This is an optimization exercise on Yosys and OpenROAD, whose aim is small area, not a production implementation. Only simulation tests tie the RTL to the original design; equivalence was not proved. Power is estimated from default activity; no workload was simulated.

==> flow/config.mk <==
export PLATFORM = sky130hd
export DESIGN_NAME = Guess
export DESIGN_NICKNAME = Guess
export VERILOG_FILES = /design/flow/design.v
export SDC_FILE = /design/flow/constraint.sdc
export NUM_CORES = 4
export LEC_CHECK = 0
export ABC_AREA = 1
export CAP_MARGIN = 20
export CORE_MARGIN = 2
export CORE_UTILIZATION = 78
export SLEW_MARGIN = 20
==> flow/constraint.sdc <==
create_clock -name core_clock -period 20.0 [get_ports {clk}]
set_input_delay 4.0000 -clock core_clock [delete_from_list [all_inputs] [get_ports {clk}]]
set_output_delay 4.0000 -clock core_clock [all_outputs]
set_load 0.01 [all_outputs]
==> flow/design.v <==
module BCD_to_seg0(num, seg_out, dot);
	input[3:0] num;
	input dot;
	output reg[0:7] seg_out;
	always@(*) begin
		case(num)
			0: seg_out = {7'b0000001, dot};
			1: seg_out = {7'b1001111, dot};
			2: seg_out = {7'b0010010, dot};
			3: seg_out = {7'b0000110, dot};
			4: seg_out = {7'b1001100, dot};
			5: seg_out = {7'b0100100, dot};
			6: seg_out = {7'b0100000, dot};
			7: seg_out = {7'b0001111, dot};
			8: seg_out = {7'b0000000, dot};
			9: seg_out = {7'b0000100, dot};
			10: seg_out = {7'b0000000, dot};
			11: seg_out = {7'b0000000, dot};
			12: seg_out = {7'b0000000, dot};
			13: seg_out = {7'b0000000, dot};
			14: seg_out = {7'b0000000, dot};
			15: seg_out = {7'b1110001, dot};
		endcase
	end
endmodule
module BCD_to_seg1(num, seg_out, dot);
	input[3:0] num;
	input dot;
	output reg[0:7] seg_out;
	always@(*) begin
		case(num)
			0: seg_out = {7'b0000001, dot};
			1: seg_out = {7'b1001111, dot};
			2: seg_out = {7'b0010010, dot};
			3: seg_out = {7'b0000110, dot};
			4: seg_out = {7'b1001100, dot};
			5: seg_out = {7'b0100100, dot};
			6: seg_out = {7'b0100000, dot};
			7: seg_out = {7'b0001111, dot};
			8: seg_out = {7'b0000000, dot};
			9: seg_out = {7'b0000100, dot};
			10: seg_out = {7'b0001000, dot};
			11: seg_out = {7'b0000000, dot};
			12: seg_out = {7'b0000000, dot};
			13: seg_out = {7'b0000000, dot};
			14: seg_out = {7'b0000000, dot};
			15: seg_out = {7'b0000000, dot};
		endcase
	end
endmodule
module BCD_to_seg2(num, seg_out, dot);
	input[3:0] num;
	input dot;
	output reg[0:7] seg_out;
	always@(*) begin
		case(num)
			0: seg_out = {7'b0000001, dot};
			1: seg_out = {7'b1001111, dot};
			2: seg_out = {7'b0010010, dot};
			3: seg_out = {7'b0000110, dot};
			4: seg_out = {7'b1001100, dot};
			5: seg_out = {7'b0100100, dot};
			6: seg_out = {7'b0100000, dot};
			7: seg_out = {7'b0001111, dot};
			8: seg_out = {7'b0000000, dot};
			9: seg_out = {7'b0000100, dot};
			10: seg_out = {7'b0000000, dot};
			11: seg_out = {7'b0000000, dot};
			12: seg_out = {7'b0000000, dot};
			13: seg_out = {7'b0000000, dot};
			14: seg_out = {7'b0000000, dot};
			15: seg_out = {7'b0000000, dot};
		endcase
	end
endmodule
module BCD_to_seg3(num, seg_out, dot);
	input[3:0] num;
	input dot;
	output reg[0:7] seg_out;
	always@(*) begin
		case(num)
			0: seg_out = {7'b0000001, dot};
			1: seg_out = {7'b1001111, dot};
			2: seg_out = {7'b0010010, dot};
			3: seg_out = {7'b0000110, dot};
			4: seg_out = {7'b1001100, dot};
			5: seg_out = {7'b0100100, dot};
			6: seg_out = {7'b0100000, dot};
			7: seg_out = {7'b0001111, dot};
			8: seg_out = {7'b0000000, dot};
			9: seg_out = {7'b0000100, dot};
			10: seg_out = {7'b0000000, dot};
			11: seg_out = {7'b1100000, dot};
			12: seg_out = {7'b0000000, dot};
			13: seg_out = {7'b0000000, dot};
			14: seg_out = {7'b0110000, dot};
			15: seg_out = {7'b0000000, dot};
		endcase
	end
endmodule
module checker_(clk, clr, ans, in, A, B, all4);
	input clk, clr;
	input[15:0] ans, in;
	output[2:0] A, B;
	output all4;
	reg[1:0] p;
	reg[3:0] x, y;
	wire[3:0] g = (p == 0) ? in[3:0] : (p == 1) ? in[7:4] : (p == 2) ? in[11:8] : in[15:12];
	wire[3:0] e = {ans[15:12] == g, ans[11:8] == g, ans[7:4] == g, ans[3:0] == g};
	wire ex = e[p];
	always@(posedge clk) begin
		if(clr)
			p <= 0;
		else
			p <= p + 2'd1;
		x <= {ex, x[3:1]};
		y <= {(e != 0) & ~ex, y[3:1]};
	end
	assign A = x[3] + x[2] + x[1] + x[0];
	assign B = y[3] + y[2] + y[1] + y[0];
	assign all4 = &x;
endmodule
module ansval(n, v);
	input[7:0] n;
	output reg[15:0] v;
	wire[2:0] ph = n[7:5], c5 = n[4:2];
	wire[1:0] c4 = n[1:0];
	wire[4:0] o5 = 5'b1 << c5;
	wire[1:0] c4_0 = c4 + 2'd0;
	wire[3:0] w4_0 = {c4_0 == 2, ~c4_0[1], c4_0[0], 1'b1};
	wire[1:0] c4_1 = c4 + 2'd1;
	wire[3:0] w4_1 = {c4_1 == 2, ~c4_1[1], c4_1[0], 1'b1};
	wire[1:0] c4_2 = c4 + 2'd2;
	wire[3:0] w4_2 = {c4_2 == 2, ~c4_2[1], c4_2[0], 1'b1};
	wire[1:0] c4_3 = c4 + 2'd3;
	wire[3:0] w4_3 = {c4_3 == 2, ~c4_3[1], c4_3[0], 1'b1};
	always@(*) begin
		case(ph)
			0: v = {{o5[3], o5[2], o5[0], o5[1]}, w4_2, w4_0, {o5[2], o5[1], o5[4], o5[0]}};
			1: v = {w4_0, {o5[2], o5[1], o5[4], o5[0]}, w4_3, w4_1};
			2: v = {w4_1, {o5[1], o5[0], o5[3], o5[4]}, {o5[4], o5[3], o5[1], o5[2]}, 4'd6};
			3: v = {w4_0, w4_2, {o5[3], o5[2], o5[0], o5[1]}, {o5[0], o5[4], o5[2], o5[3]}};
			4: v = {{o5[1], o5[0], o5[3], o5[4]}, w4_1, w4_3, {o5[2], o5[1], o5[4], o5[0]}};
			5: v = {{o5[3], o5[2], o5[0], o5[1]}, w4_2, w4_0, 4'd6};
			default: v = 16'h8763;
		endcase
	end
endmodule
module clock_(clk, rst, odd, tick);
	parameter W = 8;
	parameter [W-1:0] TAPS = 8'hb8;   
	parameter [W-1:0] LAST = 8'h00;   
	input clk, rst, odd;
	output tick;
	reg[W-1:0] s;
	wire wrap = (s == LAST);
	wire fb = ^(s & TAPS);
	assign tick = wrap & odd;
	always@(posedge clk) begin
		if(rst)
			s <= {W{1'b1}};
		else
			s <= wrap ? {{(W-1){1'b1}}, 1'b0} : {s[W-2:0], fb};
	end
endmodule
module randGen(clk, rst, en, n, rstart);
	input clk, rst, en;
	output[7:0] n;
	output rstart;   
	reg[2:0] ph, c5, i;
	reg[1:0] c4;
	wire[2:0] nph = (ph == 5) ? 3'd0 : ph + 3'd1;
	assign n = {ph, c5, c4};
	assign rstart = en & ~rst & (i == 0);
	always@(posedge clk) begin
		if(rst) begin
			ph <= 6;
			c5 <= 4;
			c4 <= 3;
			i <= 1;
		end
		else if(en) begin
			if(i == 0) begin
				ph <= nph;
				i <= nph + 3'd2;
				if(nph == 0) begin
					c5 <= (c5 == 4) ? 3'd0 : c5 + 3'd1;
					c4 <= c4 + 2'd1;
				end
			end
			else
				i <= i - 3'd1;
		end
	end
endmodule
module Guess(clk, rst, in, seg_out, led_out);
	input clk;
	input rst;
	input[0:12] in;
	output[0:31] seg_out;
	output reg[0:9] led_out;
	localparam S_INIT0 = 3'd0, S_INITC = 3'd1, S_INPUT = 3'd2, S_SHOW = 3'd3, S_WIN = 3'd4, S_LOSE = 3'd5;
	localparam K_TITLE = 3'd0, K_GUESS = 3'd1, K_RES = 3'd2, K_F05E = 3'd3, K_ANS = 3'd4;
	wire tick_1, tick_rnd, tick_display;
	wire[7:0] rnd;
	reg odd;
	always@(posedge clk)
		odd <= ~rst & ~odd;
	clock_ #(8, 8'hb8, 8'h4f) u_clk_1(clk, rst, odd, tick_1);
	clock_ #(4, 4'hc, 4'ha) u_clk_rnd(clk, rst, odd, tick_rnd);
	clock_ #(5, 5'h14, 5'h10) u_clk_display(clk, rst, odd, tick_display);
	randGen u_rand(clk, rst, tick_rnd, rnd, rstart);
	reg[2:0] state, kind;
	reg[3:0] hp_v;
	reg[7:0] ans;
	reg[15:0] guess_num;
	reg[1:0] sel_num;
	wire init = (state == S_INIT0) || (state == S_INITC);
	reg l_rst, l_mode, l_b10, l_b11, l_b12;
	wire rstart;
	reg rs;
	always@(posedge clk)
		if(rstart)
			rs <= 1;
		else if(tick_1)
			rs <= 0;
	wire[2:0] r_ph = rnd[7:5], r_c5 = rnd[4:2];
	wire[1:0] r_c4 = rnd[1:0];
	wire[7:0] l_rnd = !rs ? rnd :
		(r_ph == 0) ? {3'd5, (r_c5 == 0) ? 3'd4 : r_c5 - 3'd1, r_c4 - 2'd1} :
		{r_ph - 3'd1, r_c5, r_c4};
	wire[15:0] ans_v;
	ansval u_ans(ans, ans_v);
	wire[2:0] A, B;
	wire all4;
	checker_ u_check(clk, tick_display & l_rst, ans_v, guess_num, A, B, all4);
	reg[2:0] n_state, n_kind;
	reg[3:0] n_hp_v;
	reg[7:0] n_ans;
	reg[15:0] n_guess_num;
	reg[1:0] n_sel_num;
	always@(*) begin
		n_state = state;
		n_kind = kind;
		n_hp_v = hp_v;
		n_ans = ans;
		n_guess_num = guess_num;
		n_sel_num = sel_num;
		if(l_rst) begin
			n_state = S_INIT0;
			n_kind = K_TITLE;
			n_hp_v = 10;
			n_ans = 8'hc0;
			n_guess_num = 0;
			n_sel_num = 0;
		end
		else if(~l_mode) begin
			case(state)
				S_INIT0, S_INITC: begin
					n_hp_v = 10;
					n_ans = l_rnd;
					n_sel_num = 0;
					n_kind = K_TITLE;
					n_guess_num = 0;
					if((state == S_INITC && guess_num[3:0] == 15) || l_b11)
						n_state = S_INPUT;
					else begin
						n_state = S_INITC;
						n_guess_num[3:0] = (state == S_INITC) ? guess_num[3:0] + 4'd1 : 4'd1;
					end
				end
				S_INPUT: begin
					if(l_b10)
						case(sel_num)
							0: n_guess_num[15:12] = (guess_num[15:12] == 9) ? 4'd0 : guess_num[15:12] + 4'd1;
							1: n_guess_num[11:8] = (guess_num[11:8] == 9) ? 4'd0 : guess_num[11:8] + 4'd1;
							2: n_guess_num[7:4] = (guess_num[7:4] == 9) ? 4'd0 : guess_num[7:4] + 4'd1;
							3: n_guess_num[3:0] = (guess_num[3:0] == 9) ? 4'd0 : guess_num[3:0] + 4'd1;
						endcase
					if(l_b11)
						n_sel_num = sel_num + 2'd1;
					if(l_b12) begin
						n_state = S_SHOW;
						if(!all4) begin
							if(hp_v == 1)
								n_state = S_LOSE;
							n_hp_v = hp_v - 1;
						end
						else
							n_state = S_WIN;
					end
					n_kind = K_GUESS;
				end
				S_SHOW: begin
					n_kind = K_RES;
					if(l_b11)
						n_state = S_INPUT;
				end
				S_WIN: begin
					if(l_b11)
						n_state = S_INIT0;
				end
				S_LOSE: begin
					n_kind = l_b10 ? K_ANS : K_F05E;
					if(l_b11)
						n_state = S_INIT0;
				end
				default: begin
				end
			endcase
		end
		else begin
			if(l_b10 && !init)
				n_state = S_INIT0;
			if(l_b11 && hp_v < 10)
				n_hp_v = hp_v + 1;
			if(l_b12)
				n_kind = K_ANS;
		end
	end
	always@(posedge clk) begin
		if(tick_display) begin
			state <= n_state;
			kind <= n_kind;
			hp_v <= n_hp_v;
			ans <= n_ans;
			guess_num <= n_guess_num;
			sel_num <= n_sel_num;
		end
	end
	always@(posedge clk) begin
		if(rst) begin
			l_rst <= 1;
			l_mode <= 1;
			l_b10 <= 0;
			l_b11 <= 0;
			l_b12 <= 0;
		end
		else if(tick_1) begin
			l_rst <= 0;
			l_mode <= in[9];
			l_b10 <= ~in[10];
			l_b11 <= ~in[11];
			l_b12 <= ~in[12];
		end
		else if(tick_display) begin
			l_rst <= 0;
			l_mode <= 1;
			l_b10 <= 0;
			l_b11 <= 0;
			l_b12 <= 0;
		end
	end
	wire[9:0] hp = (10'd1 << n_hp_v) - 10'd1;
	always@(posedge clk) begin
		if(tick_display) begin
			if(n_state == S_WIN)
				led_out <= {led_out[1:9], led_out[0]};
			else
				led_out <= hp;
		end
	end
	reg[15:0] val;
	always@(*) begin
		case(kind)
			K_TITLE: val = 16'h1a2b;
			K_GUESS: val = guess_num;
			K_RES: val = {1'b0, A, 4'ha, 1'b0, B, 4'hb};
			K_F05E: val = 16'hf05e;
			default: val = ans_v;
		endcase
	end
	BCD_to_seg0 u_seg0(val[15:12], seg_out[0:7], sel_num != 0);
	BCD_to_seg1 u_seg1(val[11:8], seg_out[8:15], sel_num != 1);
	BCD_to_seg2 u_seg2(val[7:4], seg_out[16:23], sel_num != 2);
	BCD_to_seg3 u_seg3(val[3:0], seg_out[24:31], sel_num != 3);
endmodule
==> flow/flow/run.sh <==
#!/bin/bash
# Own flow: the standard synthesis, then the combinational logic re-mapped
# with a stronger ABC script (flip-flops untouched), then the standard
# layout, with port buffers of the smallest buffer cell.
set -euo pipefail
W=$(pwd)
F=$W/flow
R=$W/orfs/results/$FLOW_PLATFORM/Guess/base
LIB=$FLOW_HOME/platforms/$FLOW_PLATFORM/lib/sky130_fd_sc_hd__tt_025C_1v80.lib
bash standard.sh synth > $W/synth_standard.log 2>&1
cp $R/1_2_yosys.v $W/1_2_yosys_standard.v
python3 $F/cellmap.py $LIB $W/1_2_yosys_standard.v $W/cellmap.v > $W/cellmap.log 2>&1
LIB=$LIB NET=$W/1_2_yosys_standard.v TOP=$FLOW_TOP MAPV=$W/cellmap.v \
  ABCSCRIPT=$F/abc.script DONTUSE="$(cat $F/dontuse.txt)" STAT=$W/remap_stat.txt \
  OUTV=$W/1_2_yosys_remapped.v yosys -c $F/remap.tcl > $W/remap.log 2>&1
cp $W/1_2_yosys_remapped.v $R/1_2_yosys.v
bash standard.sh "BUFFER_PORTS_ARGS=-buffer_cell sky130_fd_sc_hd__buf_1" "CTS_ARGS=-sink_clustering_enable -repair_clock_nets -buf_list sky130_fd_sc_hd__clkbuf_8 -root_buf sky130_fd_sc_hd__clkbuf_8 -dont_use_dummy_load" finish > $W/layout.log 2>&1
==> flow/flow/abc.script <==
strash
&get -n
&deepsyn -T 60
&dch -f -C 10000
&nf -R 2000 -F 20 -A 20 -E 1000
&put
==> flow/flow/cellmap.py <==
# cellmap.py LIB NETLIST OUT: write a Yosys techmap file that replaces each
# combinational cell used in NETLIST by its function from the liberty file
# (flip-flops and tie cells are left alone).
import re, sys
lib, net, out = sys.argv[1:4]
used = set(re.findall(r'\b(sky130_fd_sc_hd__\w+)\s', open(net).read()))
cells = {}; cur = None; pin = None; seq = set()
for line in open(lib):
    m = re.match(r'\s*cell\s*\(\s*"?(\w+)"?\s*\)', line)
    if m: cur = m.group(1); cells[cur] = []; pin = None; continue
    if cur is None: continue
    if re.match(r'\s*(ff|latch|statetable)\s*\(', line): seq.add(cur)
    m = re.match(r'\s*pin\s*\(\s*"?(\w+)"?\s*\)', line)
    if m: pin = [m.group(1), None, None]; cells[cur].append(pin); continue
    m = re.match(r'\s*direction\s*:\s*"?(\w+)"?', line)
    if m and pin: pin[1] = m.group(1); continue
    m = re.match(r'\s*function\s*:\s*"([^"]*)"', line)
    if m and pin: pin[2] = m.group(1)
o = []
for c in sorted(used):
    if c not in cells or c in seq: continue
    pins = cells[c]
    outs = [p for p in pins if p[1] == 'output']
    if not outs or any(p[2] is None for p in outs): continue
    ins = [p[0] for p in pins if p[1] == 'input']
    o.append('module %s(%s);' % (c, ', '.join(ins + [p[0] for p in outs])))
    if ins: o.append('  input %s;' % ', '.join(ins))
    o.append('  output %s;' % ', '.join(p[0] for p in outs))
    for p in outs:
        o.append('  assign %s = %s;' % (p[0], p[2].replace('!', '~')))
    o.append('endmodule')
open(out, 'w').write('\n'.join(o) + '\n')
==> flow/flow/dontuse.txt <==
-dont_use sky130_fd_sc_hd__lpflow_bleeder_1 -dont_use sky130_fd_sc_hd__lpflow_clkbufkapwr_1 -dont_use sky130_fd_sc_hd__lpflow_clkbufkapwr_16 -dont_use sky130_fd_sc_hd__lpflow_clkbufkapwr_2 -dont_use sky130_fd_sc_hd__lpflow_clkbufkapwr_4 -dont_use sky130_fd_sc_hd__lpflow_clkbufkapwr_8 -dont_use sky130_fd_sc_hd__lpflow_clkinvkapwr_1 -dont_use sky130_fd_sc_hd__lpflow_clkinvkapwr_16 -dont_use sky130_fd_sc_hd__lpflow_clkinvkapwr_2 -dont_use sky130_fd_sc_hd__lpflow_clkinvkapwr_4 -dont_use sky130_fd_sc_hd__lpflow_clkinvkapwr_8 -dont_use sky130_fd_sc_hd__lpflow_decapkapwr_12 -dont_use sky130_fd_sc_hd__lpflow_decapkapwr_3 -dont_use sky130_fd_sc_hd__lpflow_decapkapwr_4 -dont_use sky130_fd_sc_hd__lpflow_decapkapwr_6 -dont_use sky130_fd_sc_hd__lpflow_decapkapwr_8 -dont_use sky130_fd_sc_hd__lpflow_inputiso0n_1 -dont_use sky130_fd_sc_hd__lpflow_inputiso0p_1 -dont_use sky130_fd_sc_hd__lpflow_inputiso1n_1 -dont_use sky130_fd_sc_hd__lpflow_inputiso1p_1 -dont_use sky130_fd_sc_hd__lpflow_inputisolatch_1 -dont_use sky130_fd_sc_hd__lpflow_isobufsrc_1 -dont_use sky130_fd_sc_hd__lpflow_isobufsrc_16 -dont_use sky130_fd_sc_hd__lpflow_isobufsrc_2 -dont_use sky130_fd_sc_hd__lpflow_isobufsrc_4 -dont_use sky130_fd_sc_hd__lpflow_isobufsrc_8 -dont_use sky130_fd_sc_hd__lpflow_isobufsrckapwr_16 -dont_use sky130_fd_sc_hd__lpflow_lsbuf_lh_hl_isowell_tap_1 -dont_use sky130_fd_sc_hd__lpflow_lsbuf_lh_hl_isowell_tap_2 -dont_use sky130_fd_sc_hd__lpflow_lsbuf_lh_hl_isowell_tap_4 -dont_use sky130_fd_sc_hd__lpflow_lsbuf_lh_isowell_4 -dont_use sky130_fd_sc_hd__lpflow_lsbuf_lh_isowell_tap_1 -dont_use sky130_fd_sc_hd__lpflow_lsbuf_lh_isowell_tap_2 -dont_use sky130_fd_sc_hd__lpflow_lsbuf_lh_isowell_tap_4 -dont_use sky130_fd_sc_hd__probe_p_8 -dont_use sky130_fd_sc_hd__probec_p_8 
==> flow/flow/remap.tcl <==
# Re-map the combinational logic of the standard synthesis with a stronger
# ABC script; flip-flops, their names and cell types stay as they are.

set lib $::env(LIB)
set net $::env(NET)
yosys read_liberty -lib $lib
yosys read_verilog $net
yosys hierarchy -top $::env(TOP)
yosys read_verilog -lib $::env(MAPV)
yosys techmap -map $::env(MAPV)
yosys proc
yosys opt_clean
yosys techmap
yosys opt -fast
yosys stat
yosys abc -script $::env(ABCSCRIPT) -liberty $lib {*}$::env(DONTUSE)
yosys opt_clean -purge
yosys splitnets
yosys opt_clean -purge
yosys hilomap -singleton -hicell sky130_fd_sc_hd__conb_1 HI -locell sky130_fd_sc_hd__conb_1 LO
yosys insbuf -buf sky130_fd_sc_hd__buf_4 A X
yosys tee -o $::env(STAT) stat -liberty $lib
yosys write_verilog -noattr -nohex -nodec $::env(OUTV)
==> flow/standard.sh <==
#!/bin/bash
# synth_recipe.tcl (not shown) runs the flow's synth.tcl, then flattens the netlist and writes it again
# the make line also repeats each setting of config.mk as NAME=value (left out here)
make -C /OpenROAD-flow-scripts/flow DESIGN_CONFIG=/design/flow/config.mk WORK_HOME=/design/flow/orfs CLKGATE_MAP_FILE= SYNTH_SCRIPT=/design/flow/synth_recipe.tcl "${@:-finish}"
==> results of run 1 <==
critical path: cells and delay by family (launching register included):
family	cells	cell delay [ns]
and+or+nand+nor	8	1.58
buffers and inverters	1	0.17
AOI/OAI and AO/OA	5	1.16
xor gates and xnor gates	1	0.18
DFF	1	0.58
worst max-delay path by stage:
stage / to
finish: seg_out[27]
global route: seg_out[27]
CTS: seg_out[27]
detailed placement: seg_out[27]
global placement: seg_out[27]
floorplan: seg_out[9]
metrics by stage:
stage,hold slack [ns],util,cell area [um2],setup slack (ns),power (uW)
3_3_place_gp,0.378,0.843,5320,12.57,220
3_5_place_dp,0.383,0.843,5320,12.43,221
6_report,0.388,0.862,5450,11.97,312
4_1_cts,0.394,0.862,5440,12.06,312
5_1_grt,0.393,0.862,5450,11.56,321
2_1_floorplan,0.374,-,5070,12.93,216
power by group through the flow:
stage / combinational, uW / clock (uW) / sequential, uW
floorplan: 11.5 / 0 / 204
detailed placement: 15.5 / 0 / 205
finish: 16.1 / 94.7 / 201
global route: 17.7 / 101 / 202
CTS: 15.8 / 94.7 / 201
global placement: 14.7 / 0 / 205
state kept, by name, indices dropped and copies added, names as in the netlist, 2 cells and up:
name / flops
ans: 8
u_rand.c5: 3
u_rand.ph: 3
u_clk_display.s: 5
u_check.x: 4
u_clk_rnd.s: 4
u_rand.c4: 2
sel_num: 2
led_out: 10
kind: 3
guess_num: 16
u_clk_1.s: 8
hp_v: 4
u_check.y: 4
state: 3
u_rand.i: 3
u_check.p: 2
layer usage:
layer / share of wire / track usage
met1: 0.38 / 0.428
met2: 0.50 / 0.602
met3: 0.079 / 0.0560
met4: 0.037 / 0.167
met5: 0 / 0
layout make-up:
type | instances | share of cell area
multi-input combinational | 458 | 0.489
timing repair buffer | 48 | 0.0340
tap | 77 | 0.0177
sequential | 91 | 0.419
inverter | 25 | 0.0172
clock buffer | 9 | 0.0227
==> results.json, run 1 <==
{
  "vias": 4753,
  "grt_pass1_vias": 4334,
  "die_y_um": 84.6,
  "grt_pass1_wl_um": 20000,
  "fin_crit_ns": 8.03,
  "fillers": 341,
  "ctsHoldBuffers": 0,
  "hold_viol_final": 0,
  "tritoncts.num_buffers": 9,
  "slew_viol_final": 0,
  "ioPinCount": 57,
  "core_um2": 6310,
  "avgSynthCellArea_um2": 8.77,
  "cts_root_buffer": "clkbuf_8",
  "place_hpwl_um": 8900,
  "dp.cells": 699,
  "cp-end-kind": "primary output",
  "cts_resized": 0,
  "initial_core_util": 0.803,
  "fin_tns_setup_ns": 0,
  "clock_path_buffers": 2,
  "critPathLaunchType": "flop",
  "cp_slowest_stage_delay_ns": 0.58,
  "cts_tree": "done",
  "grt_max_degree": 33,
  "syn_inst": 578,
  "grt_overflow": 0,
  "crit_path_top_delay_cell": "edfxtp_1",
  "syn_area_um2": 5070,
  "drv_cap": 0,
  "reg2reg_depth": 12,
  "clock_power_share": 0.304,
  "crit_path_cell_trace": "nor2b_1 -> nor2_1 -> nor2_1 -> xnor2_1 -> o221ai_1 -> nand2_1 -> a21oi_1 -> nand2_1 -> o21ai_0 -> nor2b_1 -> nor2b_1 -> a211o_1 -> nand4_1 -> o21ai_0 -> buf_1",
  "path_class": "reg2out",
  "layout_commonest_cell": "nor2_1",
  "synthesis.nets": 593,
  "drc": 0,
  "p_sw_uw": 67.5,
  "r2r_end": "u_check.y[3]",
  "hp-class": "reg2reg",
  "drive_gt1_frac": 0.0238,
  "clock_latency_ns": 0.36,
  "fmax_mhz": 125,
  "antenna_found_initial": 0,
  "die_w_um": 84.6,
  "hold_path_depth": 0,
  "mostFrequentLayoutCells": "nor2_1, nand2_1, a21oi_1",
  "dieArea_um2": 7160,
  "cts.sinks": 91,
  "layout-area-overhead-vs-synth_pct": 7.40,
  "leakage_uw": 0.00190,
  "gp_congestion": 0.969,
  "reg2reg_slack_ns": 16.54,
  "skew_ns": 0.0201,
  "worstPathRequired_ns": 16.00,
  "min_to": "u_check.x[2]",
  "antenna_cells": 0,
  "vias_per_cell": 6.71,
  "power_density_nw_per_um2": 57.3,
  "wire_per_inst_um": 17.3,
  "stdcell_count": 708,
  "portBuffers": 47,
  "antenna_left": 0,
  "firstDrtPassIters": 6,
  "grt_usage": 0.349,
  "crit_top_cell": "nor2b_1",
  "h-tree-depth": 3,
  "cts_setup_buffers": 0,
  "seqCellArea_um2": 2280,
  "nets": 648,
  "core.rowCount": 29,
  "finalSetupViolCount": 0,
  "p_int_uw": 245,
  "swShare": 0.216,
  "crit_fanout": 14,
  "multi_input_area_um2": 2660,
  "r2r-start": "ans[5]",
  "status": "complete, no violations",
  "peakVddDrop_mv": 0.0801,
  "drt_wl_total_um": 12200,
  "pwr-share-seq": 0.645,
  "combPwrFrac": 0.052,
  "drt_iter0_markers": 452,
  "worst_pin_slew_ns": 0.754,
  "hp-start": "u_check.x[3]",
  "rsz0062_at_grt": "false",
  "clk_pin_slew_worst_paths_ns": 0.08,
  "slew_headroom": 0.494,
  "cp-startpoint": "ans[5]",
  "min_period_over_period": 0.402,
  "yosysWarnings": 11,
  "crit_arrival_ns": 4.03
}
==> run 2: changes to the inputs <==
--- a/flow/config.mk
+++ b/flow/config.mk
@@ -10,3 +10,3 @@
 export CORE_MARGIN = 2
-export CORE_UTILIZATION = 78
+export CORE_UTILIZATION = 55
 export SLEW_MARGIN = 20
==> results.json, run 2 <==
{
  "critPathLaunchType": "flop",
  "cts_root_buffer": "clkbuf_8",
  "cp-end-kind": "primary output",
  "drt_wl_total_um": 11500,
  "grt_overflow": 0,
  "syn_inst": 578,
  "path_class": "reg2out",
  "grt_pass1_wl_um": 18900,
  "wire_per_inst_um": 15.5,
  "place_hpwl_um": 8680,
  "initial_core_util": 0.557,
  "layout_commonest_cell": "nor2_1",
  "slew_headroom": 0.515,
  "power_density_nw_per_um2": 56.8,
  "clock_latency_ns": 0.36,
  "min_period_over_period": 0.407,
  "cts_setup_buffers": 0,
  "drive_gt1_frac": 0.0237,
  "ctsHoldBuffers": 0,
  "leakage_uw": 0.00191,
  "portBuffers": 47,
  "crit_arrival_ns": 4.13,
  "drt_iter0_markers": 154,
  "grt_max_degree": 33,
  "core_um2": 9110,
  "tritoncts.num_buffers": 9,
  "syn_area_um2": 5070,
  "antenna_found_initial": 0,
  "peakVddDrop_mv": 0.0439,
  "rsz0062_at_grt": "false",
  "vias_per_cell": 6.01,
  "dieArea_um2": 10000,
  "gp_congestion": 0.958,
  "worstPathRequired_ns": 16.00,
  "mostFrequentLayoutCells": "nor2_1, nand2_1, a21oi_1",
  "yosysWarnings": 11,
  "firstDrtPassIters": 4,
  "setup_slack_ns": 11.87,
  "finalCoreUtilization": 0.603,
  "cts_resized": 0,
  "crit_fanout": 14,
  "avgSynthCellArea_um2": 8.77,
  "drc": 0,
  "hp-class": "reg2reg",
  "hold_viol_final": 0,
  "slew_viol_final": 0,
  "antenna_cells": 0,
  "fin_tns_setup_ns": 0,
  "finalSetupViolCount": 0,
  "die_y_um": 100,
  "ioPinCount": 57,
  "clk_pin_slew_worst_paths_ns": 0.08,
  "drv_cap": 0,
  "worst_pin_slew_ns": 0.720,
  "antenna_left": 0,
  "largest_reg_flops": 16,
  "clock_path_buffers": 2,
  "cts_tree": "done",
  "regMostFlops": "guess_num",
  "dpl_worst_slack_ns": 12.42,
  "grt_usage": 0.235,
  "grt_pass1_vias": 4140,
  "layout-area-overhead-vs-synth_pct": 8.37,
  "fin_crit_ns": 8.13,
  "h-tree-depth": 3,
  "skew_ns": 0.0342,
  "synthesis.nets": 593,
  "vias": 4467,
  "status": "complete, no violations",
  "core.rowCount": 35,
  "top_regs": "guess_num (16), led_out (10)",
  "nets": 649,
  "cts.sinks": 91,
  "die_w_um": 100,
  "fmax_mhz": 123
}
-- run 2: area by class of cell --
cell class                      instances  area [um2]
Timing Repair Buffer                   49         191
Multi-Input combinational cell        458        2660
Sequential cell                        91        2280
Tap cell                              111         139
Fill cell                             837        3610
Inverter                               25        93.8
Clock buffer                            9         124
-- run 2: layer usage --
| metal | vias up | part of all wire | GRT usage |
|---|---|---|---|
| li1 | 2240 | - | - |
| met1 | 2069 | 0.46 | 0.301 |
| met2 | 130 | 0.47 | 0.393 |
| met3 | 28 | 0.043 | 0.0418 |
| met4 | 0 | 0.027 | 0.0980 |
| met5 | - | 0 | 0 |
-- run 2: worst paths after layout --
kind	depth (start not counted)	endpoint	from	slack (ns)
max	15	seg_out[27]	ans[5]	11.87
min reg2reg	0	u_check.x[1]	u_check.x[2]	0.39
min	0	u_check.x[1]	u_check.x[2]	0.39
max reg2reg	12	u_check.y[3]	ans[5]	16.62
-- run 2: per-stage QoR --
stage                     instances  power (uW)  hold slack [ns]  area [um2]
after detailed placement        734         221            0.388        5370
final                           743         312            0.392        5490
after global placement          734         220            0.378        5370
after CTS                       743         316            0.397        5490
after floorplan                 578         216            0.374        5070
after global routing            743         325            0.411        5490
-- run 2: power by group --
group          switching, uW  total, uW  internal [uW]
logic                   8.92       15.6           6.65
registers               3.43        201            198
clock network           55.2       95.6           40.4
-- run 2: critical path: stages (launching register included) --
cell	delay, ns
edfxtp_1	0.59
nor2b_1	0.27
nor2_1	0.32
nor2_1	0.12
xnor2_1	0.17
o221ai_1	0.40
nand2_1	0.12
a21oi_1	0.24
nand2_1	0.09
o21ai_0	0.27
nor2_1	0.13
o21ai_0	0.38
a211o_1	0.22
nand4_1	0.16
o21ai_0	0.13
buf_1	0.17
==> run 3: changes to the inputs <==
--- a/flow/config.mk
+++ b/flow/config.mk
@@ -10,3 +10,3 @@
 export CORE_MARGIN = 2
-export CORE_UTILIZATION = 55
+export CORE_UTILIZATION = 70
 export SLEW_MARGIN = 20
==> results.json, run 3 <==
{
  "crit_path_top_delay_cell": "edfxtp_1",
  "core_um2": 7140,
  "initial_core_util": 0.710,
  "cts_setup_buffers": 0,
  "cts.sinks": 91,
  "crit_buf_inv": 1,
  "mostFrequentLayoutCells": "nor2_1, nand2_1, a21oi_1",
  "ioPinCount": 57,
  "avgSynthCellArea_um2": 8.77,
  "grt_usage": 0.302,
  "min_period_over_period": 0.407,
  "tritoncts.num_buffers": 9,
  "r2r-start": "ans[5]",
  "cts_resized": 0,
  "worst_pin_slew_ns": 0.771,
  "fmax_mhz": 123,
  "clock_path_buffers": 2,
  "die_w_um": 89.1,
  "fin_tns_setup_ns": 0,
  "vias": 4644,
  "drive_gt1_frac": 0.0238,
  "critPathTopFamily": "simple AND/OR/NAND/NOR gates",
  "slew_headroom": 0.479,
  "top_regs": "guess_num (16), led_out (10)",
  "status": "complete, no violations",
  "place_hpwl_um": 8500,
  "reg2reg_depth": 12,
  "crit_top_cell": "nor2b_1",
  "clk_pin_slew_worst_paths_ns": 0.08,
  "hp-class": "reg2reg",
  "syn_area_um2": 5070,
  "dp.cells": 721,
  "fin_crit_ns": 8.14,
  "peakVddDrop_mv": 0.0460,
  "yosysWarnings": 11,
  "stdcell_count": 730,
  "reg2reg_slack_ns": 16.39,
  "largest_reg_flops": 16,
  "rsz0062_at_grt": "false",
  "antenna_left": 0,
  "finalSetupViolCount": 0,
  "cts_tree": "done",
  "dpl_worst_slack_ns": 12.31,
  "syn_inst": 578,
  "die_y_um": 89.1,
  "synthesis.nets": 593,
  "ctsHoldBuffers": 0,
  "clock_latency_ns": 0.36,
  "slew_viol_final": 0,
  "layout-area-overhead-vs-synth_pct": 7.95,
  "layout_commonest_cell": "nor2_1",
  "core.rowCount": 31,
  "wire_per_inst_um": 15.9,
  "antenna_found_initial": 0,
  "drv_cap": 0,
  "drt_wl_total_um": 11600,
  "portBuffers": 47,
  "antenna_cells": 0,
  "power_density_nw_per_um2": 56.8,
  "crit_fanout": 14,
  "critPathLaunchType": "flop",
  "drt_iter0_markers": 236,
  "crit_path_cell_trace": "nor2b_1 -> nor2_1 -> nor2_1 -> xnor2_1 -> o221ai_1 -> nand2_1 -> a21oi_1 -> nand2_1 -> o21ai_0 -> nor2b_1 -> nor2b_1 -> a211o_1 -> nand4_1 -> o21ai_0 -> buf_1",
  "cts_root_buffer": "clkbuf_8",
  "cp-end-kind": "primary output",
  "leakage_uw": 0.00190,
  "drc": 0,
  "path_class": "reg2out",
  "gp_congestion": 0.920,
  "skew_ns": 0.0305,
  "grt_overflow": 0,
  "crit_arrival_ns": 4.14,
  "r2r_end": "u_check.y[3]",
  "cp_slowest_stage_delay_ns": 0.62,
  "grt_max_degree": 33,
  "setup_slack_ns": 11.86,
  "h-tree-depth": 3,
  "firstDrtPassIters": 5,
  "fillers": 525,
  "worstPathRequired_ns": 16.00,
  "hold_viol_final": 0,
  "hp-start": "u_check.x[2]",
  "vias_per_cell": 6.36,
  "regMostFlops": "guess_num",
  "min_to": "u_check.x[1]",
  "nets": 648,
  "grt_pass1_vias": 4124,
  "dieArea_um2": 7940,
  "hold_path_depth": 0,
  "grt_pass1_wl_um": 18400
}
-- run 3: how the worst max path moves through the flow --
stage,endpoint,slack (ns),depth (start not counted),from
2_1_floorplan,seg_out[9],12.93,14,ans[5]
3_3_place_gp,seg_out[27],12.49,15,ans[5]
3_5_place_dp,seg_out[27],12.31,15,ans[5]
4_1_cts,seg_out[27],11.93,15,ans[5]
5_1_grt,seg_out[27],11.57,15,ans[5]
6_report,seg_out[27],11.86,15,ans[5]
-- run 3: area by class of cell --
| class | count | area (um2) | area share |
|---|---|---|---|
| clock buffer | 9 | 124 | 0.0226 |
| multi-input combinational | 458 | 2660 | 0.487 |
| timing repair buffer | 48 | 185 | 0.0338 |
| sequential | 91 | 2280 | 0.417 |
| tap | 99 | 124 | 0.0226 |
| inverter | 25 | 93.8 | 0.0171 |
-- run 3: metrics by stage --
| stage | total power, uW | util | instance area (um2) | hold slack [ns] |
|---|---|---|---|---|
| after floorplan | 216 | - | 5070 | 0.374 |
| after global placement | 220 | 0.749 | 5350 | 0.378 |
| after detailed placement | 221 | 0.749 | 5350 | 0.383 |
| after CTS | 311 | 0.767 | 5470 | 0.398 |
| after global routing | 320 | 0.767 | 5470 | 0.405 |
| final | 311 | 0.767 | 5470 | 0.397 |
-- run 3: report_power, final --
| part | total [uW] | internal (uW) | switching [uW] |
|---|---|---|---|
| registers | 201 | 198 | 3.37 |
| clock network | 93.9 | 40.3 | 53.6 |
| logic | 15.6 | 6.55 | 9.07 |
-- run 3: worst register-to-register path, delay by kind of cell (launching register included) --
| family | cells | cell delay (ns) |
|---|---|---|
| and+or+nand+nor | 5 | 1.01 |
| xor gates and xnor gates | 2 | 0.44 |
| DFF | 1 | 0.58 |
| AOI/OAI and AO/OA | 5 | 1.45 |
-- run 3: layer usage --
metal	track usage	up-vias	share of wire
met5	0	-	0
met4	0.176	0	0.040
met3	0.0480	40	0.055
met2	0.508	211	0.51
met1	0.368	2148	0.40
li1	-	2245	-
==> run 4: changes to the inputs <==
--- a/flow/design.v
+++ b/flow/design.v
@@ -274,6 +274,6 @@
 						case(sel_num)
-							0: n_guess_num[15:12] = (guess_num[15:12] == 9) ? 4'd0 : guess_num[15:12] + 4'd1;
-							1: n_guess_num[11:8] = (guess_num[11:8] == 9) ? 4'd0 : guess_num[11:8] + 4'd1;
-							2: n_guess_num[7:4] = (guess_num[7:4] == 9) ? 4'd0 : guess_num[7:4] + 4'd1;
-							3: n_guess_num[3:0] = (guess_num[3:0] == 9) ? 4'd0 : guess_num[3:0] + 4'd1;
+							0: n_guess_num[15:12] = inc10(guess_num[15:12]);
+							1: n_guess_num[11:8] = inc10(guess_num[11:8]);
+							2: n_guess_num[7:4] = inc10(guess_num[7:4]);
+							3: n_guess_num[3:0] = inc10(guess_num[3:0]);
 						endcase
@@ -320,2 +320,6 @@
 	end
+	function[3:0] inc10;
+		input[3:0] g;
+		inc10 = {g[3] & ~g[0] | g[2] & g[1] & g[0], g[2] ^ (g[1] & g[0]), ~g[3] & (g[1] ^ g[0]), ~g[0]};
+	endfunction
 	always@(posedge clk) begin
==> results.json, run 4 <==
{
  "drt_wl_total_um": 11700,
  "cts.sinks": 91,
  "gp_congestion": 0.948,
  "cts_setup_buffers": 0,
  "reg2reg_slack_ns": 16.71,
  "yosysWarnings": 11,
  "cp-end-kind": "primary output",
  "firstDrtPassIters": 5,
  "hold_viol_final": 0,
  "vias": 4641,
  "slew_viol_final": 0,
  "leakage_uw": 0.00187,
  "hp-class": "reg2reg",
  "grt_usage": 0.307,
  "drt_iter0_markers": 394,
  "cts_tree": "done",
  "cp_slowest_stage_delay_ns": 0.60,
  "status": "complete, no violations",
  "seqCellArea_um2": 2280,
  "wire_per_inst_um": 15.9,
  "antenna_left": 0,
  "hold_path_depth": 0,
  "drv_cap": 0,
  "grt_max_degree": 33,
  "clock_latency_ns": 0.36,
  "peakVddDrop_mv": 0.0515,
  "min_period_over_period": 0.383,
  "ctsHoldBuffers": 0,
  "core_um2": 7140,
  "mostFrequentLayoutCells": "nand2_1, nor2_1, a21oi_1",
  "grt_pass1_wl_um": 18700,
  "slew_headroom": 0.476,
  "dieArea_um2": 7950,
  "core.rowCount": 31,
  "layout_commonest_cell": "nand2_1",
  "cts_root_buffer": "clkbuf_8",
  "path_class": "reg2out",
  "top_regs": "guess_num (16), led_out (10)",
  "min_to": "u_check.y[0]",
  "largest_reg_flops": 16,
  "rsz0062_at_grt": "false",
  "crit_arrival_ns": 3.66,
  "grt_pass1_vias": 4159,
  "layout-area-overhead-vs-synth_pct": 8.06,
  "finalSetupViolCount": 0,
  "fmax_mhz": 131,
  "power_density_nw_per_um2": 56.6,
  "clk_pin_slew_worst_paths_ns": 0.07,
  "drc": 0,
  "crit_top_cell": "a21oi_1",
  "clock_path_buffers": 2,
  "cts_resized": 0,
  "fin_crit_ns": 7.66,
  "portBuffers": 47,
  "antenna_cells": 0,
  "ioPinCount": 57,
  "avgSynthCellArea_um2": 8.72,
  "syn_area_um2": 5070,
  "fillers": 518,
  "initial_core_util": 0.711,
  "multi_input_area_um2": 2650,
  "critPathLaunchType": "flop",
  "reg2reg_depth": 9,
  "die_w_um": 89.1,
  "regMostFlops": "guess_num",
  "nets": 653,
  "h-tree-depth": 3,
  "worst_pin_slew_ns": 0.779,
  "antenna_found_initial": 0,
  "vias_per_cell": 6.31,
  "holdWs_ns": 0.393,
  "crit_fanout": 7,
  "syn_inst": 582,
  "tritoncts.num_buffers": 9,
  "placed_cell_area_um2": 5360,
  "postLayoutCellArea_um2": 5480,
  "synthesis.nets": 597,
  "r2r-start": "state[0]",
  "worstPathRequired_ns": 16.00,
  "crit_path_cell_trace": "nor3b_1 -> clkinv_1 -> o211ai_1 -> nor4_1 -> a21oi_1 -> a21oi_1 -> or2_0 -> or3_1 -> o21ai_0 -> buf_1",
  "die_y_um": 89.1,
  "place_hpwl_um": 8720,
  "r2r_end": "led_out[7]",
  "grt_overflow": 0,
  "hp-start": "u_check.y[1]",
  "drive_gt1_frac": 0.0236,
  "crit_path_top_delay_cell": "nor3b_1",
  "fin_tns_setup_ns": 0,
  "skew_ns": 0.0357
}
run 4: cell types whose count changed in the layout (fill, tap and decap cells not counted), moves of 4 or more:
cell / before / now
and3_1: 7 / 11
o22a_1: 0 / 4
or2_0: 13 / 20
clkinv_1: 25 / 29
o22ai_1: 8 / 12
nand2b_1: 11 / 16
and2_0: 2 / 6
xnor2_1: 25 / 17
a31oi_1: 11 / 5
nor2_1: 71 / 60
nor3b_1: 2 / 6
xor2_1: 14 / 7
o21ai_0: 44 / 48
run 4: how the worst max path moves through the flow:
stage | start | cells after the start | slack [ns] | to
after floorplan | ans[7] | 11 | 12.93 | seg_out[5]
final | ans[3] | 10 | 12.34 | seg_out[30]
after global placement | ans[7] | 12 | 12.87 | seg_out[5]
after CTS | ans[7] | 12 | 12.41 | seg_out[5]
after detailed placement | ans[7] | 12 | 12.77 | seg_out[5]
after global routing | ans[6] | 12 | 12.03 | seg_out[5]
run 4: layout make-up:
type / instances / share of cell area
Multi-Input combinational cell: 458 / 0.484
Sequential cell: 91 / 0.416
Timing Repair Buffer: 49 / 0.0349
Clock buffer: 9 / 0.0226
Tap cell: 99 / 0.0226
Inverter: 29 / 0.0199
run 4: per-layer routing:
layer  global-route usage  part of all wire
met5                    0                 0
met4                0.156             0.048
met3               0.0656             0.058
met2                0.525              0.48
met1                0.365              0.41
run 4: worst max-delay path: cells and delay by family, from the launching register on:
family                 cells  cell delay, ns
AO/OA/AOI/OAI              4            1.06
flip-flops                 1            0.47
buffers and inverters      2            0.37
AND/OR/NAND/NOR            4            1.43
run 4: through the flow:
step | util | power (uW) | instances | setup WS, ns
floorplan | - | 216 | 582 | 12.93
global placement | 0.751 | 219 | 726 | 12.87
detailed placement | 0.751 | 220 | 726 | 12.77
CTS | 0.768 | 311 | 735 | 12.41
global route | 0.768 | 321 | 735 | 12.03
finish | 0.768 | 311 | 735 | 12.34
run 4: where the power goes:
part / internal, uW / leakage, uW / switching (uW)
clock network: 40.4 / 0.0000647 / 53.8
logic: 7.00 / 0.00101 / 7.59
registers: 198 / 0.000795 / 3.85
total: 245 / 0.00187 / 65.3
==> run 5: changes to the inputs <==
--- a/flow/design.v
+++ b/flow/design.v
@@ -127,3 +127,3 @@
 	wire[1:0] c4 = n[1:0];
-	wire[4:0] o5 = 5'b1 << c5;
+	wire[4:0] o5 = {c5[2], c5[1] & c5[0], c5[1] & ~c5[0], ~c5[1] & c5[0], ~(c5[2] | c5[1] | c5[0])};
 	wire[1:0] c4_0 = c4 + 2'd0;
@@ -186,3 +186,3 @@
 				if(nph == 0) begin
-					c5 <= (c5 == 4) ? 3'd0 : c5 + 3'd1;
+					c5 <= c5[2] ? 3'd0 : c5 + 3'd1;   
 					c4 <= c4 + 2'd1;
@@ -284,3 +284,3 @@
 						if(!all4) begin
-							if(hp_v == 1)
+							if(hp_v[3:1] == 0)   
 								n_state = S_LOSE;
@@ -314,3 +314,3 @@
 				n_state = S_INIT0;
-			if(l_b11 && hp_v < 10)
+			if(l_b11 && !(hp_v[3] & hp_v[1]))   
 				n_hp_v = hp_v + 1;
@@ -357,3 +357,4 @@
 	end
-	wire[9:0] hp = (10'd1 << n_hp_v) - 10'd1;
+	wire[9:0] hp = {n_hp_v[3] & n_hp_v[1], n_hp_v[3] & (n_hp_v[1] | n_hp_v[0]), n_hp_v > 7, n_hp_v > 6, n_hp_v > 5,
+		n_hp_v > 4, n_hp_v > 3, n_hp_v > 2, n_hp_v > 1, n_hp_v != 0};
 	always@(posedge clk) begin
==> results.json, run 5 <==
{
  "drc": 0,
  "ctsHoldBuffers": 0,
  "path_class": "reg2out",
  "worstPathRequired_ns": 16.00,
  "drt_wl_total_um": 11400,
  "cts.sinks": 91,
  "layout_commonest_cell": "nor2_1",
  "peakVddDrop_mv": 0.0569,
  "power_uw": 335,
  "cp-end-kind": "primary output",
  "syn_inst": 579,
  "ioPinCount": 57,
  "portBuffers": 47,
  "finalSetupViolCount": 0,
  "core_um2": 6870,
  "clock_path_buffers": 2,
  "crit_path_top_delay_cell": "edfxtp_1",
  "cts_tree": "done",
  "wire_per_inst_um": 15.7,
  "cts_root_buffer": "clkbuf_8",
  "gp_congestion": 0.935,
  "syn_area_um2": 5020,
  "status": "complete, no violations",
  "rsz0062_at_grt": "false",
  "firstDrtPassIters": 5,
  "mostFrequentLayoutCells": "nor2_1, nand2_1, a21oi_1",
  "seqCellArea_um2": 2280,
  "clk_pin_slew_worst_paths_ns": 0.07,
  "top_regs": "guess_num (16), led_out (10)",
  "worst_pin_slew_ns": 1.09,
  "finalCoreUtilization": 0.789,
  "core.rowCount": 30,
  "tritoncts.num_buffers": 9,
  "reg2reg_slack_ns": 15.88,
  "initial_core_util": 0.730,
  "multi_input_area_um2": 2580,
  "nets": 649,
  "synthesis.nets": 594,
  "cp_slowest_stage_delay_ns": 0.49,
  "grt_pass1_wl_um": 18400,
  "drive_gt1_frac": 0.0206,
  "crit_fanout": 8,
  "h-tree-depth": 3,
  "critPathLaunchType": "flop",
  "crit_arrival_ns": 4.35,
  "hold_viol_final": 0,
  "drt_iter0_markers": 313,
  "antenna_left": 0,
  "crit_path_cell_trace": "clkinv_1 -> nor2_1 -> nor2_1 -> a22oi_1 -> nor2_1 -> o221ai_1 -> nor2_1 -> nor3_1 -> a31oi_1 -> nor2_1 -> a21o_1 -> clkinv_1 -> a21boi_0 -> o21ai_0 -> o31ai_1 -> buf_1",
  "clock_latency_ns": 0.36,
  "grt_overflow": 0,
  "slew_headroom": 0.263,
  "antenna_cells": 0,
  "regMostFlops": "guess_num",
  "antenna_found_initial": 0,
  "dieArea_um2": 7860,
  "power_density_nw_per_um2": 61.8,
  "leakage_uw": 0.00186,
  "cts_setup_buffers": 0,
  "fin_tns_setup_ns": 0,
  "cts_resized": 0,
  "avgSynthCellArea_um2": 8.66,
  "grt_usage": 0.299,
  "die_y_um": 88.7,
  "vias_per_cell": 6.38,
  "crit_top_cell": "nor2_1",
  "fin_crit_ns": 8.35,
  "vias": 4647,
  "yosysWarnings": 11,
  "hp-class": "reg2reg",
  "place_hpwl_um": 8370,
  "holdWs_ns": 0.381,
  "drv_cap": 0,
  "grt_max_degree": 24,
  "layout-area-overhead-vs-synth_pct": 8.03,
  "largest_reg_flops": 16,
  "slew_viol_final": 0,
  "min_period_over_period": 0.417,
  "skew_ns": 0.0252,
  "fillers": 449,
  "die_w_um": 88.7,
  "fmax_mhz": 120,
  "grt_pass1_vias": 4111
}
-- run 5: power by group --
part	switching (uW)	internal, uW
Combinational	23.7	16.0
Clock	53.0	40.3
Sequential	3.88	198
-- run 5: stage by stage --
stage | cell area (um2) | std cells | worst slack, ns
finish | 5420 | 728 | 11.65
detailed placement | 5280 | 718 | 11.95
global placement | 5280 | 718 | 11.84
global route | 5420 | 728 | 11.32
floorplan | 5020 | 579 | 12.59
CTS | 5410 | 727 | 11.56
-- run 5: layout make-up --
type / instances / share of cell area
inverter: 32 / 0.0222
multi-input combinational: 452 / 0.477
clock buffer: 9 / 0.0229
timing repair buffer: 48 / 0.0349
sequential: 91 / 0.421
tap: 96 / 0.0222
-- run 5: path summary, 6_finish.rpt --
check	start	to	cells after the start
worst max-delay path	ans[5]	seg_out[2]	16
worst min-delay path	u_check.x[2]	u_check.x[1]	0
worst max register to register	ans[2]	u_check.y[3]	10
worst min register to register	u_check.x[2]	u_check.x[1]	0
-- run 5: per-layer routing --
layer  up-vias  GRT usage  part of all wire
met5         -          0                 0
met4         0      0.147             0.034
met3        46     0.0513             0.069
met2       242      0.503              0.49
met1      2117      0.372              0.41
li1       2242          -                 -
-- run 5: critical path: cells and delay by family (launching register included) --
family          cells  cell delay, ns
flops               1            0.49
compound gates      7            1.72
buf+inv             3            0.42
simple gates        6            1.39
==> run 6: changes to the inputs <==
--- a/flow/flow/run.sh
+++ b/flow/flow/run.sh
@@ -16,2 +16,2 @@
 cp $W/1_2_yosys_remapped.v $R/1_2_yosys.v
-bash standard.sh "BUFFER_PORTS_ARGS=-buffer_cell sky130_fd_sc_hd__buf_1" "CTS_ARGS=-sink_clustering_enable -repair_clock_nets -buf_list sky130_fd_sc_hd__clkbuf_8 -root_buf sky130_fd_sc_hd__clkbuf_8 -dont_use_dummy_load" finish > $W/layout.log 2>&1
+bash standard.sh "BUFFER_PORTS_ARGS=-buffer_cell sky130_fd_sc_hd__buf_1" "CTS_ARGS=-sink_clustering_enable -repair_clock_nets -buf_list sky130_fd_sc_hd__clkbuf_8 -root_buf sky130_fd_sc_hd__clkbuf_8 -sink_clustering_size 20 -sink_clustering_max_diameter 100 -dont_use_dummy_load" finish > $W/layout.log 2>&1
==> results.json, run 6 <==
{
  "crit_fanout": 8,
  "wire_per_inst_um": 15.7,
  "yosysWarnings": 11,
  "nets": 649,
  "cts_resized": 0,
  "core_um2": 6870,
  "worst_pin_slew_ns": 1.09,
  "status": "complete, no violations",
  "drv_cap": 0,
  "antenna_found_initial": 0,
  "skew_ns": 0.0252,
  "fin_tns_setup_ns": 0,
  "die_w_um": 88.7,
  "power_uw": 335,
  "hp-start": "u_check.x[2]",
  "avgSynthCellArea_um2": 8.66,
  "place_hpwl_um": 8370,
  "gp_congestion": 0.935,
  "leakage_uw": 0.00186,
  "drc": 0,
  "grt_pass1_vias": 4111,
  "syn_area_um2": 5020,
  "top_regs": "guess_num (16), led_out (10)",
  "drt_iter0_markers": 313,
  "layout_commonest_cell": "nor2_1",
  "vias_per_cell": 6.38,
  "grt_max_degree": 24,
  "reg2reg_slack_ns": 15.88,
  "antenna_cells": 0,
  "largest_reg_flops": 16,
  "portBuffers": 47,
  "firstDrtPassIters": 5,
  "cp-startpoint": "ans[5]",
  "grt_overflow": 0,
  "slew_viol_final": 0,
  "cts_setup_buffers": 0,
  "die_y_um": 88.7,
  "hp-class": "reg2reg",
  "rsz0062_at_grt": "false",
  "cts_tree": "done",
  "drive_gt1_frac": 0.0206,
  "layout-area-overhead-vs-synth_pct": 8.03,
  "grt_usage": 0.299,
  "h-tree-depth": 3,
  "clock_latency_ns": 0.36,
  "cts_root_buffer": "clkbuf_8",
  "syn_inst": 579,
  "grt_pass1_wl_um": 18400,
  "fmax_mhz": 120,
  "regMostFlops": "guess_num",
  "core.rowCount": 30,
  "fin_crit_ns": 8.35,
  "initial_core_util": 0.730,
  "cts.sinks": 91,
  "synthesis.nets": 594,
  "critPathLaunchType": "flop",
  "peakVddDrop_mv": 0.0569,
  "slew_headroom": 0.263,
  "dieArea_um2": 7860,
  "clock_path_buffers": 2,
  "ctsHoldBuffers": 0,
  "tritoncts.num_buffers": 9,
  "hold_viol_final": 0,
  "min_period_over_period": 0.417,
  "ioPinCount": 57,
  "drt_wl_total_um": 11400,
  "r2r-start": "ans[2]",
  "vias": 4647,
  "power_density_nw_per_um2": 61.8,
  "finalSetupViolCount": 0,
  "antenna_left": 0,
  "path_class": "reg2out",
  "crit_arrival_ns": 4.35,
  "clk_pin_slew_worst_paths_ns": 0.07,
  "cp-end-kind": "primary output",
  "worstPathRequired_ns": 16.00,
  "mostFrequentLayoutCells": "nor2_1, nand2_1, a21oi_1"
}
run 6: cell counts in the layout (fill, tap and decap cells not counted):
Identical to the previous run, type by type.
run 6: critical path, stage by stage, from the launching register on:
cell and delay (ns):
edfxtp_1 0.49, clkinv_1 0.19, nor2_1 0.46, nor2_1 0.28
a22oi_1 0.29, nor2_1 0.09, o221ai_1 0.33, nor2_1 0.07
nor3_1 0.30, a31oi_1 0.13, nor2_1 0.19, a21o_1 0.13
clkinv_1 0.05, a21boi_0 0.39, o21ai_0 0.23, o31ai_1 0.22
buf_1 0.18
run 6: area by class of cell:
class	count	area, um2
inverters	32	120
repair buffers	48	189
flip-flops and latches	91	2280
multi-input cells	452	2580
fillers	449	1450
well taps	96	120
clock buffers	9	124
run 6: metal layers:
| layer | up-vias | routed length (um) | GRT usage |
|---|---|---|---|
| li1 | 2242 | - | - |
| met1 | 2117 | 4680 | 0.372 |
| met2 | 242 | 5570 | 0.503 |
| met3 | 46 | 787 | 0.0513 |
| met4 | 0 | 392 | 0.147 |
| met5 | - | 0 | 0 |
run 6: final timing paths:
kind / endpoint / cells past startpoint
max: seg_out[2] / 16
min: u_check.x[1] / 0
max reg2reg: u_check.y[3] / 10
min reg2reg: u_check.x[1] / 0
run 6: power breakdown:
part / total [uW] / internal, uW / switching [uW] / leakage, uW
Sequential: 202 / 198 / 3.88 / 0.000797
Clock: 93.3 / 40.3 / 53.0 / 0.0000647
Combinational: 39.6 / 16.0 / 23.7 / 0.00100
run 6: stage by stage:
step / std cells / utilization / worst slack, ns / cell area [um2] / hold slack [ns]
finish: 728 / 0.789 / 11.65 / 5420 / 0.381
detailed placement: 718 / 0.769 / 11.95 / 5280 / 0.370
global placement: 718 / 0.769 / 11.84 / 5280 / 0.366
global route: 728 / 0.789 / 11.32 / 5420 / 0.394
CTS: 727 / 0.787 / 11.56 / 5410 / 0.378
floorplan: 579 / - / 12.59 / 5020 / 0.362
==> run 7: changes to the inputs <==
--- a/flow/flow/run.sh
+++ b/flow/flow/run.sh
@@ -16,2 +16,2 @@
 cp $W/1_2_yosys_remapped.v $R/1_2_yosys.v
-bash standard.sh "BUFFER_PORTS_ARGS=-buffer_cell sky130_fd_sc_hd__buf_1" "CTS_ARGS=-sink_clustering_enable -repair_clock_nets -buf_list sky130_fd_sc_hd__clkbuf_8 -root_buf sky130_fd_sc_hd__clkbuf_8 -sink_clustering_size 20 -sink_clustering_max_diameter 100 -dont_use_dummy_load" finish > $W/layout.log 2>&1
+bash standard.sh "BUFFER_PORTS_ARGS=-buffer_cell sky130_fd_sc_hd__buf_1" "CTS_ARGS=-sink_clustering_enable -repair_clock_nets -buf_list sky130_fd_sc_hd__clkbuf_4 -root_buf sky130_fd_sc_hd__clkbuf_8 -sink_clustering_buffer sky130_fd_sc_hd__clkbuf_4 -sink_clustering_size 8 -sink_clustering_max_diameter 40 -dont_use_dummy_load" finish > $W/layout.log 2>&1
==> results.json, run 7 <==
{
  "status": "complete, no violations",
  "hp-start": "u_check.x[2]",
  "largest_reg_flops": 16,
  "cp_slowest_stage_delay_ns": 0.49,
  "vias": 4647,
  "grt_pass1_wl_um": 18400,
  "finalCoreUtilization": 0.789,
  "syn_inst": 579,
  "grt_max_degree": 24,
  "fin_crit_ns": 8.35,
  "layout-area-overhead-vs-synth_pct": 8.03,
  "core_um2": 6870,
  "cts_resized": 0,
  "placed_cell_area_um2": 5280,
  "dp.cells": 718,
  "ioPinCount": 57,
  "initial_core_util": 0.730,
  "hp-class": "reg2reg",
  "fillers": 449,
  "die_y_um": 88.7,
  "power_density_nw_per_um2": 61.8,
  "peakVddDrop_mv": 0.0569,
  "cts.sinks": 91,
  "stdcell_count": 728,
  "wire_per_inst_um": 15.7,
  "antenna_cells": 0,
  "tritoncts.num_buffers": 9,
  "path_class": "reg2out",
  "mostFrequentLayoutCells": "nor2_1, nand2_1, a21oi_1",
  "fmax_mhz": 120,
  "drc": 0,
  "crit_top_cell": "nor2_1",
  "crit_path_top_delay_cell": "edfxtp_1",
  "cts_root_buffer": "clkbuf_8",
  "worstPathRequired_ns": 16.00,
  "slew_headroom": 0.263,
  "crit_fanout": 8,
  "grt_usage": 0.299,
  "slew_viol_final": 0,
  "clk_pin_slew_worst_paths_ns": 0.07,
  "avgSynthCellArea_um2": 8.66,
  "drv_cap": 0,
  "die_w_um": 88.7,
  "postLayoutCellArea_um2": 5420,
  "grt_overflow": 0,
  "yosysWarnings": 11,
  "h-tree-depth": 3,
  "layout_commonest_cell": "nor2_1",
  "crit_arrival_ns": 4.35,
  "synthesis.nets": 594,
  "portBuffers": 47,
  "regMostFlops": "guess_num",
  "cp-startpoint": "ans[5]",
  "worst_pin_slew_ns": 1.09,
  "antenna_found_initial": 0,
  "leakage_uw": 0.00186,
  "crit_path_cell_trace": "clkinv_1 -> nor2_1 -> nor2_1 -> a22oi_1 -> nor2_1 -> o221ai_1 -> nor2_1 -> nor3_1 -> a31oi_1 -> nor2_1 -> a21o_1 -> clkinv_1 -> a21boi_0 -> o21ai_0 -> o31ai_1 -> buf_1",
  "skew_ns": 0.0252,
  "fin_tns_setup_ns": 0,
  "drive_gt1_frac": 0.0206,
  "gp_congestion": 0.935,
  "critPathLaunchType": "flop",
  "core.rowCount": 30,
  "finalSetupViolCount": 0,
  "antenna_left": 0,
  "dieArea_um2": 7860,
  "clock_latency_ns": 0.36,
  "cts_setup_buffers": 0,
  "reg2reg_slack_ns": 15.88,
  "r2r-start": "ans[2]",
  "drt_iter0_markers": 313,
  "clock_path_buffers": 2,
  "cts_tree": "done",
  "power_uw": 335,
  "firstDrtPassIters": 5,
  "top_regs": "guess_num (16), led_out (10)",
  "hold_viol_final": 0,
  "drt_wl_total_um": 11400,
  "rsz0062_at_grt": "false",
  "vias_per_cell": 6.38,
  "syn_area_um2": 5020,
  "ctsHoldBuffers": 0,
  "nets": 649,
  "min_period_over_period": 0.417,
  "cp-end-kind": "primary output",
  "grt_pass1_vias": 4111,
  "place_hpwl_um": 8370
}
[run 7: cell type report]
cell class,instances,area [um2],area share
Tap cell,96,120,0.0222
Inverter,32,120,0.0222
Multi-Input combinational cell,452,2580,0.477
Sequential cell,91,2280,0.421
Clock buffer,9,124,0.0229
Timing Repair Buffer,48,189,0.0349
[run 7: power breakdown]
group          switching, uW  internal, uW  leakage [uW]
Combinational           23.7          16.0       0.00100
Clock                   53.0          40.3     0.0000647
Sequential              3.88           198      0.000797
[run 7: routing by layer]
layer  track usage  up-vias  share of wire
met2         0.503      242           0.49
li1              -     2242              -
met5             0        -              0
met4         0.147        0          0.034
met3        0.0513       46          0.069
met1         0.372     2117           0.41
[run 7: worst max-delay path, delay by kind of cell (launching register included)]
kind / cells / cell delay [ns]
compound gates: 7 / 1.72
buf+inv: 3 / 0.42
flops: 1 / 0.49
simple gates: 6 / 1.39
[run 7: path summary, 6_finish.rpt]
check / end / depth (start not counted)
setup / recovery: seg_out[2] / 16
hold reg to reg: u_check.x[1] / 0
setup reg to reg: u_check.y[3] / 10
hold / removal: u_check.x[1] / 0
[run 7: per-stage QoR]
step | setup slack (ns) | hold slack, ns
after floorplan | 12.59 | 0.362
after global placement | 11.84 | 0.366
after detailed placement | 11.95 | 0.370
after CTS | 11.56 | 0.378
after global routing | 11.32 | 0.394
final | 11.65 | 0.381

==> static timing again, ports no longer ideal <==
The flow's constraints put no driver on any port. The routed layouts listed below were extracted and timed again, unchanged, in two steps.
Step 1 assumes that a clkbuf_16 drives the clock port and a buf_2 every other input.
Step 2 times the ports against the registers' clock, not the clock port: input delays grow and output delays shrink by t, the midpoint of the rising clock arrivals with the driver on.
Three values: ideal ports, drivers, drivers and shift; two values: the first two.
run	shift t [ns]	setup WS [ns]	hold WS [ns]	worst slew at a driven data input, ns
run 1	0.380	11.970 / 11.935 / 12.315	0.388 / 0.388 / 0.388	0.03
run 2	0.373	11.866 / 11.833 / 12.207	0.392 / 0.392 / 0.392	0.04
run 3	0.382	11.858 / 11.824 / 12.206	0.397 / 0.397 / 0.397	0.03
run 4	0.378	12.339 / 12.307 / 12.684	0.393 / 0.393 / 0.393	0.03
run 5	0.377	11.653 / 11.620 / 11.997	0.381 / 0.381 / 0.381	0.03
run 6	0.377	11.653 / 11.620 / 11.997	0.381 / 0.381 / 0.381	0.03
run 7	0.377	11.653 / 11.620 / 11.997	0.381 / 0.381 / 0.381	0.03
After both steps every run listed still meets setup and hold.
